Source: an optimization exercise on an open RTL-to-GDS flow (aim: small area). Production flows keep margins and buffers that such runs may drop. No functional check of the RTL was part of this run.

File: flow/run.sh
#!/bin/bash
# synth_recipe.tcl (not shown) runs the flow's synth.tcl, then flattens the netlist and writes it again
# the make line also repeats each setting of config.mk as NAME=value (left out here)
make -C /OpenROAD-flow-scripts/flow DESIGN_CONFIG=/design/flow/config.mk WORK_HOME=/design/flow/orfs CLKGATE_MAP_FILE= SYNTH_SCRIPT=/design/flow/synth_recipe.tcl finish
File: flow/config.mk
export PLATFORM = sky130hd
export DESIGN_NAME = cpsd_top
export DESIGN_NICKNAME = cpsd_top
export VERILOG_FILES = /design/flow/design.v
export SDC_FILE = /design/flow/constraint.sdc
export NUM_CORES = 4
export LEC_CHECK = 0
export CAP_MARGIN = 20
export CORE_MARGIN = 2
export CORE_UTILIZATION = 30
export PLACE_DENSITY = 0.4
export SLEW_MARGIN = 20
File: flow/constraint.sdc
create_clock -name core_clock -period 120.0 [get_ports {clk}]
set_input_delay 24.0000 -clock core_clock [delete_from_list [all_inputs] [get_ports {clk}]]
set_output_delay 24.0000 -clock core_clock [all_outputs]
set_load 0.01 [all_outputs]
File: flow/design.v
module shift_register
 #(parameter DATA_WIDTH = 16,
   parameter NB_OF_REGS = 1)
 (
  input rstn,
  input en,
  input clk,
  input [DATA_WIDTH - 1 : 0] xin,
  output [DATA_WIDTH - 1 : 0] y
 );
  reg [DATA_WIDTH - 1 : 0] sr [NB_OF_REGS - 1 : 0];
  integer i;
  always @(posedge clk or negedge rstn)
  begin
    if (!rstn)
    begin
      for (i = 0; i < NB_OF_REGS; i++)
        sr[i] <= 0;
    end
    else if(rstn && en)
    begin
      sr[0] <= xin;
      for (i = 0; i < NB_OF_REGS - 1; i++)
        sr[i + 1] <= sr[i];
    end
  end
  assign y = (rstn && en) ? sr[NB_OF_REGS - 1] : {DATA_WIDTH{1'b0}};
endmodule
module space_vector
  #(parameter DATA_WIDTH = 16,
    parameter d = 5
  )
  (
    input rstn,
    input en,
    input clk,
    input [DATA_WIDTH - 1 : 0] xin,
    input qrs,
    output [DATA_WIDTH - 1 : 0] vx,
    output [DATA_WIDTH - 1 : 0] vy
  );
  reg [DATA_WIDTH - 1 : 0] sr [d - 1 : 0];
  integer i;
  always @(posedge clk or negedge rstn)
  begin
    if (!rstn)
    begin
      for (i = 0; i < d; i++)
        sr[i] <= 0;
    end
    else if (rstn && en)
    begin
      sr[0] <= xin;
      for (i = 0; i < d - 1; i++)
        sr[i + 1] <= sr[i];
    end
  end
  assign vx = (rstn && en) ? sr[d - 1] : {DATA_WIDTH{1'b0}};
  assign vy = (rstn && en) ? sr[0] : {DATA_WIDTH{1'b0}};
endmodule
module quantization
  #(parameter DATA_WIDTH = 16,
    parameter d = 5,
    parameter L = 6
  )
  (
    input rstn,
    input en,
    input clk,
    input signed [DATA_WIDTH - 1 : 0] M,
    input signed [DATA_WIDTH - 1 : 0] vx,
    input signed [DATA_WIDTH - 1 : 0] vy,
    output [DATA_WIDTH - 1 : 0] vqx,
    output [DATA_WIDTH - 1 : 0] vqy
  );
  wire signed [DATA_WIDTH - 1 : 0] xin_array [1 : 0];
  reg signed [DATA_WIDTH - 1 : 0] y_array [1 : 0];
  integer i;
  wire signed [DATA_WIDTH - 1 : 0] vx_sat = (vx > M) ? M : ((vx < -M) ? -M : vx);
  wire signed [DATA_WIDTH - 1 : 0] vy_sat = (vy > M) ? M : ((vy < -M) ? -M : vy);
  assign {xin_array[1], xin_array[0]} = {vx_sat, vy_sat};
  wire signed [DATA_WIDTH - 1 : 0] xin_array_0 = xin_array[0];
  wire signed [DATA_WIDTH - 1 : 0] xin_array_1 = xin_array[1];
  wire signed [DATA_WIDTH - 1 : 0] y_array_0 = y_array[0];
  wire signed [DATA_WIDTH - 1 : 0] y_array_1 = y_array[1];
  always @(posedge clk or negedge rstn)
  begin
    if (!rstn)
    begin
      for (i = 0; i < 2; i++)
        y_array[i] <= 0;
    end
    else if (rstn && en)
    begin
      for (i = 0; i < 2; i++)
        y_array[i] <= ((xin_array[i] + M) * L + M) / (2 * (M + 1));
    end
  end
  assign vqx = (rstn && en) ? y_array[0] : {DATA_WIDTH{1'b0}};
  assign vqy = (rstn && en) ? y_array[1] : {DATA_WIDTH{1'b0}};
endmodule
module shiftable_memory
  #(parameter DATA_WIDTH = 16,
    parameter MEM_CAPACITY = 49
  )
  (
    input rstn,
    input en,
    input clk,
    input [DATA_WIDTH - 1 : 0] A,
    input shiftA,
    input [DATA_WIDTH - 1 : 0] WDB,
    input WEB,
    input clrB,
    output reg [DATA_WIDTH - 1 : 0] RDA,
    output reg [DATA_WIDTH - 1 : 0] RDB
  );
  reg [DATA_WIDTH - 1 : 0] memA [MEM_CAPACITY - 1 : 0];
  reg [DATA_WIDTH - 1 : 0] memB [MEM_CAPACITY - 1 : 0];
  integer i;
  always @(posedge clk or negedge rstn)
  begin
    if (!rstn)
    begin
      for (i = 0; i < MEM_CAPACITY; i++)
      begin
        memA[i] <= 0;
        memB[i] <= 0;
      end
    end
    else if (rstn && en)
    begin
      if (shiftA)
      begin
        for (i = 0; i < MEM_CAPACITY; i++)
          memA[i] <= memB[i];
      end
      if (clrB)
      begin
        for (i = 0; i < MEM_CAPACITY; i++)
          memB[i] <= 0;
      end
      else if (WEB)
        memB[A] <= WDB;
    end
  end
  always @(*)
  begin
    RDA = memA[A];
    RDB = memB[A];
  end
endmodule
module memory
  #(parameter DATA_WIDTH = 16,
    parameter L = 6)
  (
    input rstn,
    input en,
    input clk,
    input clr,
    input [DATA_WIDTH - 1 : 0] A,
    input WE,
    input [DATA_WIDTH - 1 : 0] WD,
    output [DATA_WIDTH - 1 : 0] RD
  );
  localparam TOTAL_ELEMENTS = (L + 1) * (L + 1);
  reg [DATA_WIDTH - 1 : 0] mem [TOTAL_ELEMENTS - 1 : 0];
  integer i;
  always @(posedge clk or negedge rstn)
  begin
    if (!rstn)
    begin
      for (i = 0; i < TOTAL_ELEMENTS; i++)
        mem[i] <= 0;
    end
    else if (rstn && en)
    begin
      if (clr)
      begin
        for (i = 0; i < TOTAL_ELEMENTS; i++)
          mem[i] <= 0;
      end
      else if (WE)
        mem[A] <= WD;
    end
  end
  assign RD = (rstn && en) ? mem[A] : {DATA_WIDTH{1'b0}};
endmodule
module adder
  #(parameter DATA_WIDTH = 16)
  (
    input rstn,
    input en,
    input [DATA_WIDTH - 1 : 0] a,
    input [DATA_WIDTH - 1 : 0] b,
    output [DATA_WIDTH - 1 : 0] y
  );
  assign y = (rstn && en) ? (a + b) : {DATA_WIDTH{1'b0}};
endmodule
module sub
  #(parameter DATA_WIDTH = 16)
  (
    input rstn,
    input en,
    input [DATA_WIDTH - 1 : 0] a,
    input [DATA_WIDTH - 1 : 0] b,
    output [DATA_WIDTH - 1 : 0] y
  );
  wire signed [DATA_WIDTH - 1 : 0] c;
  assign c = (rstn && en) ? (a - b) : {DATA_WIDTH{1'b0}};
  assign y = (rstn && en) ? ((c < 0) ? -c : c) : {DATA_WIDTH{1'b0}};
endmodule
module psm
  #(parameter DATA_WIDTH = 16,
    parameter L = 6
  )
  (
    input rstn,
    input en,
    input clk,
    input [DATA_WIDTH - 1 : 0] vqx,
    input [DATA_WIDTH - 1 : 0] vqy,
    input [DATA_WIDTH - 1 : 0] thrh,
    input qrs,
    input cv1_flag,
    input test_phase,
    output reg [DATA_WIDTH - 1 : 0] CPSD
  );
  localparam TOTAL_ELEMENTS = (L + 1) * (L + 1);
  localparam INDEX_BIT_WIDTH = $clog2(TOTAL_ELEMENTS);
  wire [DATA_WIDTH - 1 : 0] A;
  wire shiftA;
  wire [DATA_WIDTH - 1 : 0] RPSM;
  wire [DATA_WIDTH - 1 : 0] EPSM;
  wire [DATA_WIDTH - 1 : 0] DPSM;
  wire [DATA_WIDTH - 1 : 0] EPSM_Next;
  wire [DATA_WIDTH - 1 : 0] DPSM_Next;
  reg signed [DATA_WIDTH - 1 : 0] thr_counter;
  reg signed [DATA_WIDTH - 1 : 0] non_zero_counter;
  reg [DATA_WIDTH - 1 : 0] CV1;
  reg [DATA_WIDTH - 1 : 0] CVn;
  assign A = vqx * (L + 1) + vqy;
  shiftable_memory
  #(.DATA_WIDTH(DATA_WIDTH),
    .MEM_CAPACITY(TOTAL_ELEMENTS)
  )
  MEM_REPSM
  (
    .rstn(rstn),
    .en(en),
    .clk(clk),
    .A(A),
    .shiftA(shiftA),
    .WDB(EPSM_Next),
    .WEB(1'b1),
    .clrB(qrs),
    .RDA(RPSM),
    .RDB(EPSM)
  );
  adder
  #(.DATA_WIDTH(DATA_WIDTH))
  ADDER_EPSM
  (
    .rstn(rstn),
    .en(en),
    .a(EPSM),
    .b({{(DATA_WIDTH - 1){1'b0}} , 1'b1}),
    .y(EPSM_Next)
  );
  sub
  #(.DATA_WIDTH(DATA_WIDTH))
  SUB_DPSM
  (
    .rstn(rstn),
    .en(en),
    .a(RPSM),
    .b(EPSM_Next),
    .y(DPSM_Next)
  );
  memory
  #(.DATA_WIDTH(DATA_WIDTH))
  MEM_DPSM
  (
    .rstn(rstn),
    .en(en),
    .clk(clk),
    .clr(qrs),
    .A(A),
    .WE(1'b1),
    .WD(DPSM_Next),
    .RD(DPSM)
  );
  always @(posedge clk or negedge rstn)
  begin
    if (!rstn)
    begin
      thr_counter <= 0;
    end
    else if (rstn && en)
    begin
      if (!test_phase)
      begin
        if (qrs)
          thr_counter <= 0;
        else if (DPSM >= thrh && DPSM_Next < thrh)
          thr_counter <= thr_counter + 1;
        else if (DPSM < thrh && DPSM_Next >= thrh && thr_counter != 0)
          thr_counter <= thr_counter - 1;
      end
    end
  end
  assign shiftA = (rstn && en && !test_phase && qrs && thr_counter == 0) ? 1 : 0;
  always @(posedge clk or negedge rstn)
  begin
    if (!rstn)
    begin
      non_zero_counter <= 0;
    end
    else if (rstn && en)
    begin
      if (test_phase)
      begin
        if (qrs)
          non_zero_counter <= 0;
        else if (DPSM == 0 && DPSM_Next != 0)
          non_zero_counter <= non_zero_counter + 1;
        else if (DPSM != 0 && DPSM_Next == 0)
          non_zero_counter <= non_zero_counter - 1;
      end
    end
  end
  always @(posedge clk or negedge rstn)
  begin
    if (!rstn)
    begin
      CV1 <= 1;
      CVn <= 0;
    end
    else if (rstn && en)
    begin
      if (test_phase)
        if (qrs)
          if (cv1_flag)
            CV1 <= (non_zero_counter == 0) ? (non_zero_counter + 1) : non_zero_counter;
          else
            CVn <= non_zero_counter;
    end
  end
  always @(posedge clk or negedge rstn)
  begin
    if (!rstn)
    begin
      CPSD <= {DATA_WIDTH{1'b0}};
    end
    else if (rstn && en)
    begin
      if (!cv1_flag)
        if (qrs)
          CPSD <= CVn / CV1;
    end
  end
endmodule
module thresholding
  #(parameter DATA_WIDTH = 16)
  (
    input rstn,
    input en,
    input clk,
    input [DATA_WIDTH - 1 : 0] xin,
    input [DATA_WIDTH - 1 : 0] thr1,
    input [DATA_WIDTH - 1 : 0] thr2,
    output normal,
    output AF,
    output VF
  );
  assign normal = (rstn && en) ? ((xin <= thr1 ? 1'b1 : 1'b0)) : 1'b0;
  assign AF = (rstn && en) ? (((xin > thr1 && xin <= thr2) ? 1'b1 : 1'b0)) : 1'b0;
  assign VF = (rstn && en) ? ((xin > thr2 ? 1'b1 : 1'b0)) : 1'b0;
endmodule
module timer
  #(parameter PERIOD = 8000)
  (
    input rstn,
    input en,
    input clk,
    input start,
    output update_flag
  );
  reg [31 : 0] counter;
  always @(posedge clk or negedge rstn)
  begin
    if (!rstn)
    begin
      counter <= 0;
    end
    else if (rstn && en)
    begin
      if (start == 1)
        counter <= 1;
      if (counter != 0)
        counter <= counter + 1;
      if (counter == PERIOD)
        counter <= 0;
    end
  end
  assign update_flag = (rstn && en && (counter == PERIOD)) ? 1'b1 : 1'b0;
endmodule
module control_unit
  #(parameter DATA_WIDTH = 16)
  (
    input rstn,
    input en,
    input clk,
    input qrs,
    input start,
    input timer_update_flag,
    output reg timer_trigger,
    output reg [1 : 0] which_phase,
    output reg cv1_flag
  );
  localparam STATE_START = 2'b00;
  localparam STATE_TRAINING = 2'b01;
  localparam STATE_TEST = 2'b10;
  localparam STATE_BIT_WIDTH = 2;
  reg [STATE_BIT_WIDTH - 1 : 0] state;
  reg [1 : 0] qrs_counter;
  always @(posedge clk or negedge rstn)
  begin
    if (!rstn)
    begin
      state <= STATE_START;
    end
    else if (rstn && en)
    begin
      case (state)
        STATE_START:
        begin
          if (start == 1)
          begin
            state <= STATE_TRAINING;
          end
        end
        STATE_TRAINING:
        begin
          if (timer_update_flag == 1)
            state <= STATE_TEST;
        end
        STATE_TEST:
        begin
        end
      endcase
    end
  end
  always @(posedge clk or negedge rstn)
  begin
    if (!rstn)
    begin
      timer_trigger <= 0;
    end
    else if (rstn && en)
    begin
      case (state)
        STATE_START:
        begin
          if (start == 1)
          begin
            timer_trigger <= 1;
          end
        end
        default:
          timer_trigger <= 0;
      endcase
    end
  end
  always @(*)
  begin
    case (state)
      STATE_TRAINING: which_phase = 2'b10;
      STATE_TEST:     which_phase = 2'b01;
      default:        which_phase = 2'b00;
    endcase
  end
  always @(posedge clk or negedge rstn)
  begin
    if (!rstn)
    begin
      cv1_flag <= 1;
    end
    else if (rstn && en)
    begin
      case (state)
      STATE_TEST:
      begin
        if (qrs)
          cv1_flag <= 0;
      end
      endcase
    end
  end
endmodule
module cpsd_top
  #(parameter DATA_WIDTH = 16)
  (
    input rstn,
    input en,
    input clk,
    input start,
    input [DATA_WIDTH - 1 : 0] xin,
    input [DATA_WIDTH - 1 : 0] max,
    input qrs,
    output normal,
    output AF,
    output VF,
    output [DATA_WIDTH - 1 : 0] cpsd
  );
  parameter ALIGNED_SHIFT = 30;
  parameter D = 6;
  parameter L = 6;
  parameter NB_DEMUX_OUPUTS = 2;
  parameter PERIOD_8000MS = 1600;
  wire [DATA_WIDTH - 1 : 0] sr_out;
  wire [DATA_WIDTH - 1 : 0] vector_x;
  wire [DATA_WIDTH - 1 : 0] vector_y;
  wire [DATA_WIDTH - 1 : 0] vector_norm_x;
  wire [DATA_WIDTH - 1 : 0] vector_norm_y;
  wire [NB_DEMUX_OUPUTS - 1 : 0] which_phase;
  wire cv1_flag;
  wire [DATA_WIDTH - 1 : 0] cpsd_n;
  wire [DATA_WIDTH - 1 : 0] thr1 = 5;
  wire [DATA_WIDTH - 1 : 0] thr2 = 10;
  wire [DATA_WIDTH - 1 : 0] thrh = 3;
  wire timer_trigger;
  wire timer_update_flag;
  shift_register
  #(
    .DATA_WIDTH(DATA_WIDTH),
    .NB_OF_REGS(ALIGNED_SHIFT)
  )
  SR1
  (
    .rstn(rstn),
    .en(en),
    .clk(clk),
    .xin(xin),
    .y(sr_out)
  );
  space_vector
  #(.DATA_WIDTH(DATA_WIDTH),
    .d(D)
  )
  SV
  (
    .rstn(rstn),
    .en(en),
    .clk(clk),
    .xin(sr_out),
    .qrs(qrs),
    .vx(vector_x),
    .vy(vector_y)
  );
  quantization
  #(.DATA_WIDTH(DATA_WIDTH),
    .d(D),
    .L(L)
  )
  NORM
  (
    .rstn(rstn),
    .en(en),
    .clk(clk),
    .M(max),
    .vx(vector_x),
    .vy(vector_y),
    .vqx(vector_norm_x),
    .vqy(vector_norm_y)
  );
  psm
  #(.DATA_WIDTH(DATA_WIDTH),
    .L(L)
  )
  PSM
  (
    .rstn(rstn),
    .en(en),
    .clk(clk),
    .vqx(vector_norm_x),
    .vqy(vector_norm_y),
    .thrh(thrh),
    .qrs(qrs),
    .cv1_flag(cv1_flag),
    .test_phase(which_phase[0]),
    .CPSD(cpsd_n)
  );
  thresholding
  #(.DATA_WIDTH(DATA_WIDTH))
  THR
  (
    .rstn(rstn),
    .en(en),
    .clk(clk),
    .xin(cpsd_n),
    .thr1(thr1),
    .thr2(thr2),
    .normal(normal),
    .AF(AF),
    .VF(VF)
  );
  assign cpsd = cpsd_n;
  timer
  #(.PERIOD(PERIOD_8000MS))
  TIMER_8S
  (
    .rstn(rstn),
    .en(en),
    .clk(clk),
    .start(timer_trigger),
    .update_flag(timer_update_flag)
  );
  control_unit
  #(.DATA_WIDTH(DATA_WIDTH))
  CU
  (
    .rstn(rstn),
    .en(en),
    .clk(clk),
    .qrs(qrs),
    .start(start),
    .timer_update_flag(timer_update_flag),
    .timer_trigger(timer_trigger),
    .which_phase(which_phase),
    .cv1_flag(cv1_flag)
  );
endmodule
==> qor.yml <==
global_route:
  antenna_found_initial: 100
  grt.total_usage: 0.267
  grt_pass1_vias: 173000
  grt_pass1_wl_um: 1300000
  grt_max_degree: 209
  overflow: 0
synth:
  synth_most_common_cell: "nand2_1"
  synth_flop_cell: "dfrtp_1"
  yosys_warnings: 14
  yosys_register_bits: 3056
  async_reset_ff_frac: 1.00
  yosysTopAreaCellShare: 0.391
  ys_types: 117
  synth_edf_count: 0
  synthCells: 22100
  synth_top_area_cell: "dfrtp_1"
  synth_area_leaders: "dfrtp_1 39%, ha_1 8.9%, nand2_1 7.8%"
  ys_seq_area_frac: 0.392
  synth.avg_cell_area_um2: 8.82
  synth_commonest_cells: "4051 x nand2_1, 3054 x dfrtp_1, 2094 x o21ai_0, 1394 x ha_1, 1140 x nor2_1"
  syn-cell-area_um2: 195000
timing:
  fin_crit_sh: 0.945
  setup_viol: 0
  fin_worst_skew_ns: 0.128
  tightestPinTransition_ns: 1.27
  hold_viol: 0
  max_freq_mhz: 8.82
  min_period_ns: 113.44
  hold_ws_ns: 0.439
  finalMaxSlewViolations: 0
  relSlewSlack: 0.144
clock_network:
  cts.sinks: 3056
  cts.clk_slew.worst_paths_ns: 0.06
  clock-root-buffer: "clkbuf_16"
  cts_made_buffers: 362
  h-tree-depth: 5
  cts_tree: "done"
  clock_path_buffers: 4
  insertion_delay_ns: 1.04
die:
  core.rowCount: 296
  boundaryPins: 56
  dieArea_um2: 657000
  die_w_um: 811
  start_util: 0.301
  fp.dieH_um: 811
  core_um2: 649000
worst_setup_path:
  worst_path_max_delay_cell: "or4b_2"
  end_kind: "register"
  crit_family: "compound AO/OA/AOI/OAI gates"
  crit_arrival_ns: 114.26
  critPathLaunch: "max[1]"
  crit_path_frequent_cell: "o21a_1"
  start_kind: "primary input"
  crit_path_max_incr_delay_ns: 0.74
  cp_num_buf_inv: 46
  critical_path_class: "in2reg"
  required_ns: 120.82
  timing.rr.start: "SV.sr[0][1]$_DFFE_PN0N_"
  critPathMaxFanout: 33
placed_design:
  port_buffers: 55
  dp_hpwl_um: 623000
  place.gp.congestion: 0.915
  place_area_um2: 215000
detailed_routing:
  via_per_inst: 5.64
  postRouteAntennaNets: 0
  via_count: 180000
  wl_um: 908000
  drc: 0
  drtIter0Drc: 18300
  first_pass_iters: 6
  wl_per_cell_um: 28.5
min_path:
  hp-start: "SR1.sr[19][6]$_DFFE_PN0N_"
  hold_path.class: "reg2reg"
outcome:
  status: "complete, no violations"
finish:
  fin_area_um2: 228000
  drive_above_1_share: 0.150
  areaGrowthSynthToFinish_pct: 16.8
  final_nets: 24300
flow_run:
  max-cap-violations: 0
[cells in the final DEF (no fill, tap or decap), types with 80 or more instances in the layout]
cell,synthesis,final
inv_1,446,437
nor2b_1,161,161
nand2_1,4051,4025
mux2i_1,112,111
clkbuf_1,1111,82
nand4_1,291,291
nand3_1,693,688
xor2_1,269,267
and3_1,168,165
nand2b_1,152,152
nor4_1,102,95
xnor2_1,478,467
o21a_1,510,509
and2_1,87,85
a211oi_1,112,101
a22oi_1,555,554
o21ai_0,2094,2066
o21bai_1,101,96
nor2_1,1140,1084
conb_1,1,240
buf_4,12,1352
or3_1,161,159
mux2_2,996,996
a21oi_1,911,858
nor3_1,645,617
a21o_1,318,316
o31ai_1,179,169
clkbuf_16,0,370
or2_2,83,80
a22o_1,368,368
clkbuf_8,0,101
a31oi_1,140,128
ha_1,1394,1393
dfrtp_1,3054,3054
[through the flow]
step | worst slack [ns] | TNS, ns | utilization | cells
after floorplan | 4.11 | 0 | - | 22400
after global placement | 0.501 | 0 | 0.331 | 31200
after detailed placement | 0.267 | 0 | 0.331 | 31200
after CTS | 0.922 | 0 | 0.350 | 31800
after global routing | -0.136 | -0.311 | 0.351 | 31800
final | 6.56 | 0 | 0.351 | 31900
[registers in the layout (all words and copies together), names as in the netlist]
name and cells:
PSM.MEM_DPSM.mem 784, PSM.MEM_REPSM.memA 784, PSM.MEM_REPSM.memB 784, SR1.sr 480, SV.sr 96, TIMER_8S.counter 32, PSM.CPSD 16, PSM.CV1 16
PSM.CVn 16, PSM.non_zero_counter 16, PSM.thr_counter 16, NORM.y_array 12, CU.state 2, CU.cv1_flag 1, CU.timer_trigger 1
[cells by family (layout without fill, tap and decap cells)]
family	Yosys count	in the layout	share of synthesized area
buffers and inverters	1724	2540	0.0337
AO/OA/AOI/OAI	6109	6111	0.203
flip-flops	3056	3056	0.392
other	1	277	0.0000192
multiplexers	1109	1109	0.0633
XOR/XNOR	753	753	0.0341
AND/OR/NAND/NOR	7964	7965	0.183
adder cells (fa/ha/maj)	1412	1412	0.0910
[layer usage]
metal,GRT usage,part of all wire
met2,0.413,0.44
met5,0,0.00016
met3,0.0363,0.068
met4,0.0880,0.038
met1,0.382,0.46
[worst register-to-register path: cells and delay by family (launching register included)]
| family | cells | cell delay [ns] |
|---|---|---|
| flip-flops | 1 | 0.39 |
| buffers and inverters | 43 | 6.79 |
| adder cells (fa/ha/maj) | 39 | 11.91 |
| AO/OA/AOI/OAI | 282 | 56.34 |
| XOR/XNOR | 2 | 0.47 |
| AND/OR/NAND/NOR | 71 | 12.46 |
| multiplexers | 4 | 1.09 |
[final cells by class]
| type | instances | area (um2) |
|---|---|---|
| antenna | 37 | 92.6 |
| sequential | 3056 | 76500 |
| inverter | 450 | 1690 |
| clock inverter | 94 | 1360 |
| fill | 67400 | 421000 |
| clock buffer | 553 | 11000 |
| tap | 8642 | 10800 |
| timing repair buffer | 1443 | 11400 |
| multi-input combinational | 17600 | 115000 |
[path summary, 6_finish.rpt]
check / cells after the start / end / slack [ns]
worst min-delay path: 2 / SR1.sr[20][6]$_DFFE_PN0N_ / 0.44
min in group asynchronous: 1 / PSM.MEM_DPSM.mem[12][12]$_DFFE_PN0P_ / 22.84
worst max register to register: 441 / NORM.y_array[0][4]$_DFFE_PN0N_ / 30.36
worst min register to register: 2 / SR1.sr[20][6]$_DFFE_PN0N_ / 0.44
max in group asynchronous: 10 / TIMER_8S.counter[23]$_DFFE_PN0P_ / 90.06
worst max-delay path: 444 / NORM.y_array[0][4]$_DFFE_PN0N_ / 6.56
[what timing repair did]
action	CTS	global route
gates resized for setup	0	166
buffers inserted	0	19
setup endpoints to repair	0	12
hold buffers	0	0

## re-timing with driven ports
The flow's constraints put no driver on any port. The routed layout listed below was extracted and timed again, unchanged, in two steps. Step 1: set_driving_cell puts a clkbuf_16 on clk and a buf_2 on each other input, an assumption about the parent block. Step 2 moves the port delays by t, midway between the first and last clock arrival at a register: inputs arrive t later, outputs are due t later. That takes back most of the time a late clock gives input paths. Slacks: no drivers / after step 1 / after step 2; pairs: no drivers / after step 1.
t, ns: 1.079
setup slack, ns: 6.561 / 6.640 / 5.561
latest minus earliest clock arrival (ns): 0.127 / 0.127
worst register clock-pin slew, ns: 0.08 / 0.08
After both steps this run still meets setup and hold. The setup slack of this run moves by +0.079 ns with the drivers and by -1.000 ns with both steps.
